This is an optimization exercise on Yosys and OpenROAD, whose aim is small area and a short achievable clock period, not a production implementation. Function was checked by simulation only, so behaviour that the tests miss may differ from the original. Power figures rest on the tool's default switching activity, not on a simulated workload.

### design/flow/constraint.sdc
create_clock -name core_clock -period 17.5 [get_ports {clk}]
set_input_delay 3.5000 -clock core_clock [delete_from_list [all_inputs] [get_ports {clk}]]
set_output_delay 3.5000 -clock core_clock [all_outputs]
set_load 0.01 [all_outputs]
### design/flow/run.sh
#!/bin/bash
# synth_recipe.tcl (not shown) runs the flow's synth.tcl, then flattens the netlist and writes it again
# the make line also repeats each setting of config.mk as NAME=value (left out here)
make -C /OpenROAD-flow-scripts/flow DESIGN_CONFIG=/design/flow/config.mk WORK_HOME=/design/flow/orfs CLKGATE_MAP_FILE= SYNTH_SCRIPT=/design/flow/synth_recipe.tcl finish
### design/flow/config.mk
export PLATFORM = sky130hd
export DESIGN_NAME = softermax
export DESIGN_NICKNAME = softermax
export VERILOG_FILES = /design/flow/design.v
export SDC_FILE = /design/flow/constraint.sdc
export NUM_CORES = 4
export LEC_CHECK = 0
export CAP_MARGIN = 20
export CORE_MARGIN = 2
export CORE_UTILIZATION = 40
export SLEW_MARGIN = 20
### design/flow/design.v
module softermax (
    input clk,
    input  [79:0] unnormed_in,
    output [319:0] final_softmax
);
    function automatic [15:0] pow_val(input [1:0] f, input [3:0] s, input z);
        logic [15:0] h;
        begin
            case (f)
                2'd0: h = 16'h8000;
                2'd1: h = 16'h6BA2;
                2'd2: h = 16'h5A82;
                default: h = 16'h4C1B;
            endcase
            pow_val = z ? 16'd0 : (h >> s);
        end
    endfunction
    genvar i;
    logic [9:0][5:0] u0;
    logic [9:0][1:0] f0;
    generate
        for (i = 0; i < 10; i++) begin : g_in
            wire [5:0] w = unnormed_in[8*i+2 +: 6] ^ 6'h20;
            wire       nz = |unnormed_in[8*i +: 2];
            assign u0[i][0] = w[0] ^ nz;
            assign u0[i][1] = w[1] ^ (nz & w[0]);
            assign u0[i][2] = w[2] ^ (nz & w[0] & w[1]);
            assign u0[i][3] = w[3] ^ (nz & w[0] & w[1] & w[2]);
            assign u0[i][4] = w[4] ^ ((nz & w[0]) & (w[1] & w[2] & w[3]));
            assign u0[i][5] = w[5] ^ ((nz & w[0]) & (w[1] & w[2]) & (w[3] & w[4]));
            assign f0[i] = 2'd0 - unnormed_in[8*i +: 2];
        end
    endgenerate
    logic [9:0] top;
    logic [5:0] mx0;
    generate
        for (i = 0; i < 10; i++) begin : g_top
            wire [9:0] ge;
            genvar j;
            for (j = 0; j < 10; j++) begin : g_ge
                if (j == i) begin : g_self
                    assign ge[j] = 1'b1;
                end else begin : g_other
                    assign ge[j] = u0[i] >= u0[j];
                end
            end
            assign top[i] = &ge;
        end
    endgenerate
    always_comb begin
        mx0 = 6'd0;
        for (int j = 0; j < 10; j++) mx0 = mx0 | ({6{top[j]}} & u0[j]);
    end
    logic [9:0][5:0] u_q;
    logic [9:0][1:0] f_q;
    logic [5:0]      mx;
    always_ff @(posedge clk) begin
        u_q <= u0;
        f_q <= f0;
        mx  <= mx0;
    end
    logic [9:0][15:0] p1;
    generate
        for (i = 0; i < 10; i++) begin : g_p
            wire [5:0] s = mx - u_q[i];
            assign p1[i] = pow_val(f_q[i], s[3:0], |s[5:4]);
        end
    endgenerate
    wire [18:0] sum1 = p1[0] + p1[1] + p1[2] + p1[3] + p1[4]
                     + p1[5] + p1[6] + p1[7] + p1[8] + p1[9];
    logic [9:0][15:0] p_q;
    logic [9:0]       d_q;
    always_ff @(posedge clk) begin
        p_q <= p1;
        d_q <= sum1[18:9];
    end
    logic [3:0]  k2;
    logic [5:0]  dl;
    logic [9:0]  rh;
    logic [12:0] rl;
    logic [12:0] rbase, rsub;
    assign k2 = d_q[9:6];
    assign dl = d_q[5:0];
    always_comb begin
        rbase = 13'd0;
        rsub  = 13'd0;
        case (k2)
            4'd1: begin rbase = 13'd4096; rsub = {2'd0, dl, 5'd0}; end
            4'd2: begin rbase = 13'd2133; rsub = {4'd0, dl, 3'd0} + {6'd0, dl, 1'd0}; end
            4'd3: begin rbase = 13'd1429; rsub = {5'd0, dl, 2'd0} + {7'd0, dl}; end
            4'd4: begin rbase = 13'd1075; rsub = {6'd0, dl, 1'd0} + {7'd0, dl}; end
            4'd5: begin rbase = 13'd861;  rsub = {6'd0, dl, 1'd0}; end
            4'd6: begin rbase = 13'd713;  rsub = {7'd0, dl}; end
            4'd7: begin rbase = 13'd2965; rsub = {7'd0, dl}; end
            4'd8: rbase = 13'd967;
            4'd9: rbase = 13'd864;
            default: ;
        endcase
    end
    always_comb begin
        if (k2 == 4'd0) begin
            rh = {4'd1, dl};
            rl = {1'b0, dl - 6'd1, dl};
        end else if (k2 <= 4'd7) begin
            rh = {d_q[8:0], 1'b0};
            rl = rbase - rsub;
        end else begin
            rh = 10'd0;
            rl = rbase;
        end
    end
    logic [11:0] rh3;
    logic [14:0] rl3;
    logic [14:0] rbase3, rsub3;
    always_comb begin
        rbase3 = 15'd0;
        rsub3  = 15'd0;
        case (k2)
            4'd1: begin rbase3 = 15'd12288; rsub3 = {3'd0, dl, 6'd0} + {4'd0, dl, 5'd0}; end
            4'd2: begin rbase3 = 15'd6399;  rsub3 = {4'd0, dl, 5'd0} - {8'd0, dl, 1'd0}; end
            4'd3: begin rbase3 = 15'd4287;  rsub3 = {5'd0, dl, 4'd0} - {9'd0, dl}; end
            4'd4: begin rbase3 = 15'd3225;  rsub3 = {6'd0, dl, 3'd0} + {9'd0, dl}; end
            4'd5: begin rbase3 = 15'd2583;  rsub3 = {7'd0, dl, 2'd0} + {8'd0, dl, 1'd0}; end
            4'd6: begin rbase3 = 15'd2139;  rsub3 = {8'd0, dl, 1'd0} + {9'd0, dl}; end
            4'd7: begin rbase3 = 15'd8895;  rsub3 = {8'd0, dl, 1'd0} + {9'd0, dl}; end
            4'd8: rbase3 = 15'd2901;
            4'd9: rbase3 = 15'd2592;
            default: ;
        endcase
    end
    always_comb begin
        if (k2 == 4'd0) begin
            rh3 = {4'd0, 2'b11, dl} + {5'd0, dl, 1'b0};   
            rl3 = {3'd0, dl - 6'd1, dl} + {2'd0, dl - 6'd1, dl, 1'b0};
        end else if (k2 <= 4'd7) begin
            rh3 = {2'b00, d_q[8:0], 1'b0} + {1'b0, d_q[8:0], 2'b00};
            rl3 = rbase3 - rsub3;
        end else begin
            rh3 = 12'd0;
            rl3 = rbase3;
        end
    end
    wire [24:0] r1 = {rh, 2'b00, rl};
    wire [26:0] r3 = {rh3, rl3};
    logic [9:0][31:0] y2;
    logic [9:0][7:0][31:0] rows;
    generate
        for (i = 0; i < 10; i++) begin : g_mul
            genvar t;
            for (t = 0; t < 8; t++) begin : g_row
                wire [1:0] dg = p_q[i][2*t+1 -: 2];
                wire sel1 = dg == 2'd1;
                wire sel2 = dg == 2'd2;
                wire sel3 = dg == 2'd3;
                wire [26:0] m = ({27{sel1}} & {2'b00, r1})
                              | ({27{sel2}} & {1'b0, r1, 1'b0})
                              | ({27{sel3}} & r3);
                assign rows[i][t] = {5'd0, m} << (2*t);
            end
            assign y2[i] = rows[i][0] + rows[i][1] + rows[i][2] + rows[i][3]
                         + rows[i][4] + rows[i][5] + rows[i][6] + rows[i][7];
        end
    endgenerate
    logic [319:0] y_q;
    always_ff @(posedge clk) y_q <= y2;
    assign final_softmax = y_q;
endmodule
==> notes.md <==
root buffer selected by CTS=clkbuf_16; critical path data required time=18.20 ns; total CTS buffers=85; max-cap violations=0; HPWL Detailed=between 300 and 400 mm; Nets=approximately 17000; leading post-synthesis cells by cell area=fa_1 (24%), ha_1 (11%), dfxtp_1 (9.9%); drc violations=0; Hold Slack=0.825 ns; HP Start=p_q[129]; vias in the first global route=108842; Worst path top cell family by delay=compound AO/OA/AOI/OAI gates; gr usage total=0.331; number of DRC markers in iteration 0=15387; Min-Delay Path Class=register to register; crit path launch=d_q[9]; Layout Utilization=0.439; Seq pwr share=0.086; CTS resizes=0; crit end category=register; critical path data arrival time=around 13 ns; ys flop type=dfxtp_1; CP peak stage delay=just over 0.7 ns; Max-slew headroom=0.111; Synth area leader=fa_1; setup bufs post-CTS=0; R2R Setup Slk=between 5 and 6 ns; Mapped Nets=~17000; vias per cell=6.14; htree depth=3; power share of the clock group=0.085; P per Cell Area=approximately 170 nW/um^2; Synth top cells by count=inv_1 (1900), fa_1 (1399), nand2_1 (1273); routed via count=113677; crit path buf inv count=7; Post-Syn Instances=14955; Hold Buf Count CTS=0; Max Clock Freq=about 85 MHz; row cnt=~200; Die Height=around 540 um; Final Cycle Share=0.675; Syn-to-layout area delta=9.21%; Ports=401; TritonCTS Sinks=roughly 580; drt wl/cell=approximately 27 um; FF+latch count, synth=between 500 and 600; fraction of layout cells with a size suffix above 1=0.0586; Post-Route WL=just over 500 mm; Fill cells=around 30000; Ys Warns=1; CORE AREA=around 290000 um^2; Async S/R FF share, synth=0; Final ANT Viol Nets=0; CTS Buffer Depth=4; Setup Skew=around 0.095 ns; critical path class=register to register; internal power=7.80 mW; setup tns final=0 ns; setup violators final=0; P_sw=between 10 and 15 mW; Max Slew Vio Count=0; Port Buffers=400; Syn Std Cell Area=between 100000 and 150000 um^2; Reg2Reg Launch Point=d_q[9]; Tmin final=11.82 ns; initial antenna violation count=32; gr ovfl total=0; Slew @ Worst Pin=about 1.3 ns; Gate power share=0.829; first-pass GRT wire length=around 740 mm; RR Endpoint=y_q[254]; status=complete, no violations; critical path's most frequent cell=fa_1; Die Width=roughly 540 um; R2R cell count=36; Switching Share=0.638; Yosys top cell area share=0.240; Worst path slowest cell=buf_4; clock transition at the registers of the reported paths=around 0.08 ns; syn_area_per_cell=between 7 and 8 um^2; worst skew pair latency=0.90 ns; sequential share of the synthesized area=0.0987; top-count cell post-synth=inv_1; Pre-Repair DR Iteration Count=9; pin count of the biggest net entering global routing=97; CTS tree=yes; post-synthesis cell type count=~110; type of origin of the critical path=register; peak fanout along the critical path=43; Hold Path Stages=3; Final Hold Fails=0; initial core utilization=0.402; hold path endpoint=y_q[257]; EDFF count, synth=0; leakage power=approximately 56 nW; Placer Congestion=1.02; Worst VDD drop=0.429 mV; die area=296000 um^2; RSZ-0062 raised after global routing=false
==> cell usage in the layout (no fill, tap or decap), types with 22 or more instances in the layout <==
master	netlist	layout
nor2b_1	225	204
or2_2	84	84
a21o_1	224	219
xor2_1	126	122
ha_1	984	984
a22oi_1	671	671
a21boi_0	57	57
mux2_2	34	34
xnor2_1	307	302
or3_1	57	56
a211oi_1	84	81
a32oi_1	26	25
dfxtp_1	576	564
o21ai_0	1249	1246
a31oi_1	107	107
or2_1	24	22
o21a_1	78	76
fa_1	1399	1399
o22ai_1	172	168
and3_1	97	96
o21ai_1	26	22
mux2i_1	334	334
nand3_1	139	137
nand2_1	1273	1265
a22o_1	329	329
o21bai_1	40	40
clkdlybuf4s50_1	0	400
nand4_1	78	78
o211ai_1	213	213
nor2_1	848	838
inv_1	1900	1900
nand2b_1	167	166
clkbuf_16	0	86
buf_4	6	396
a21oi_1	1051	1044
a221oi_1	23	23
and2_1	85	85
nor3_1	172	169
==> state kept, by name (all words and copies together), names as in the netlist <==
register,count
d_q,10
f_q,20
mx,6
p_q,160
u_q,60
y_q,320
==> metrics by stage <==
| stage | worst slack, ns | cells | area [um^2] | power (mW) |
|---|---|---|---|---|
| 6_report | 5.68 | 18509 | 128000 | 21.5 |
| 5_1_grt | 5.31 | 18493 | 128000 | 22.5 |
| 4_1_cts | 5.99 | 18490 | 127000 | 20.8 |
| 3_5_place_dp | 6.14 | 18339 | 125000 | 18.8 |
| 3_3_place_gp | 6.21 | 18338 | 125000 | 18.8 |
| 2_1_floorplan | 8.52 | 14955 | 117000 | 11.8 |
==> worst min-delay path: stages (launching register included) <==
cell      delay [ns]
dfxtp_1         0.29
buf_4           0.23
o211ai_1        0.12
o21ai_0         0.10
==> kinds of logic after synthesis <==
group                      Yosys count  share of synthesized area
AOI/OAI and AO/OA                 4609                      0.253
xor gates and xnor gates           443                     0.0344
adders and majority gates         2383                      0.345
buffers and inverters             3241                      0.105
DFF                                576                     0.0987
muxes                              369                     0.0321
and+or+nand+nor                   3334                      0.131
==> routing by layer <==
| metal | vias up | routed length [um] | part of all wire | global-route usage |
|---|---|---|---|---|
| met5 | - | 92 | 0.00018 | 0 |
| met4 | 16 | 29900 | 0.059 | 0.165 |
| met3 | 1733 | 64000 | 0.13 | 0.0958 |
| met2 | 7762 | 210000 | 0.42 | 0.489 |
| met1 | 54168 | 199000 | 0.40 | 0.440 |
| li1 | 49998 | - | - | - |
==> worst max path at each step <==
stage	to	slack [ns]	cells past startpoint
6_report	y_q[254]	5.68	36
5_1_grt	y_q[286]	5.31	36
4_1_cts	y_q[254]	5.99	36
3_5_place_dp	y_q[286]	6.14	35
3_3_place_gp	y_q[95]	6.21	37
2_1_floorplan	y_q[95]	8.52	39
==> power by group through the flow <==
stage          clock (mW)  combinational [mW]  sequential (mW)
6_report             1.83                17.9             1.85
5_1_grt              1.93                18.6             1.88
4_1_cts              1.88                17.1             1.85
3_5_place_dp            0                17.0             1.88
3_3_place_gp            0                16.9             1.88
2_1_floorplan           0                9.85             1.96
==> area by class of cell <==
| type | instances | area [um^2] | share of cell area |
|---|---|---|---|
| multi-input cells | 11138 | 93700 | 0.735 |
| flip-flops and latches | 576 | 11500 | 0.0905 |
| repair buffers | 812 | 7290 | 0.0571 |
| inverters | 1913 | 7180 | 0.0563 |
| well taps | 3900 | 4880 | 0.0383 |
| clock buffers | 103 | 2310 | 0.0181 |
| clock inverters | 48 | 573 | 0.00449 |
| diodes | 19 | 47.5 | 0.000373 |

==> what the ideal ports hide <==
In the flow no input, the clock included, has a driving cell. The finished layout below was timed again as built, in two steps. Step 1: set_driving_cell puts a clkbuf_16 on clk and a buf_2 on each other input, an assumption about the parent block. Step 2, shift: input delay + t, output delay - t, t = (earliest + latest rising clock arrival at the registers) / 2. This alone moves slack from input paths to output paths. a / b / c = ideal / step 1 / step 2; a / b = the first two.
shift t [ns]: 0.960
slack for setup (ns): 5.684 / 5.684 / 5.684
worst setup path after step 2: register to register
slew at the worst register clock pin (ns): 0.08 / 0.08
pins driven straight from the clock port: 1
After both steps this run still meets setup and hold. The setup slack of this run moves by 0.000 ns with the drivers and by 0.000 ns with both steps.
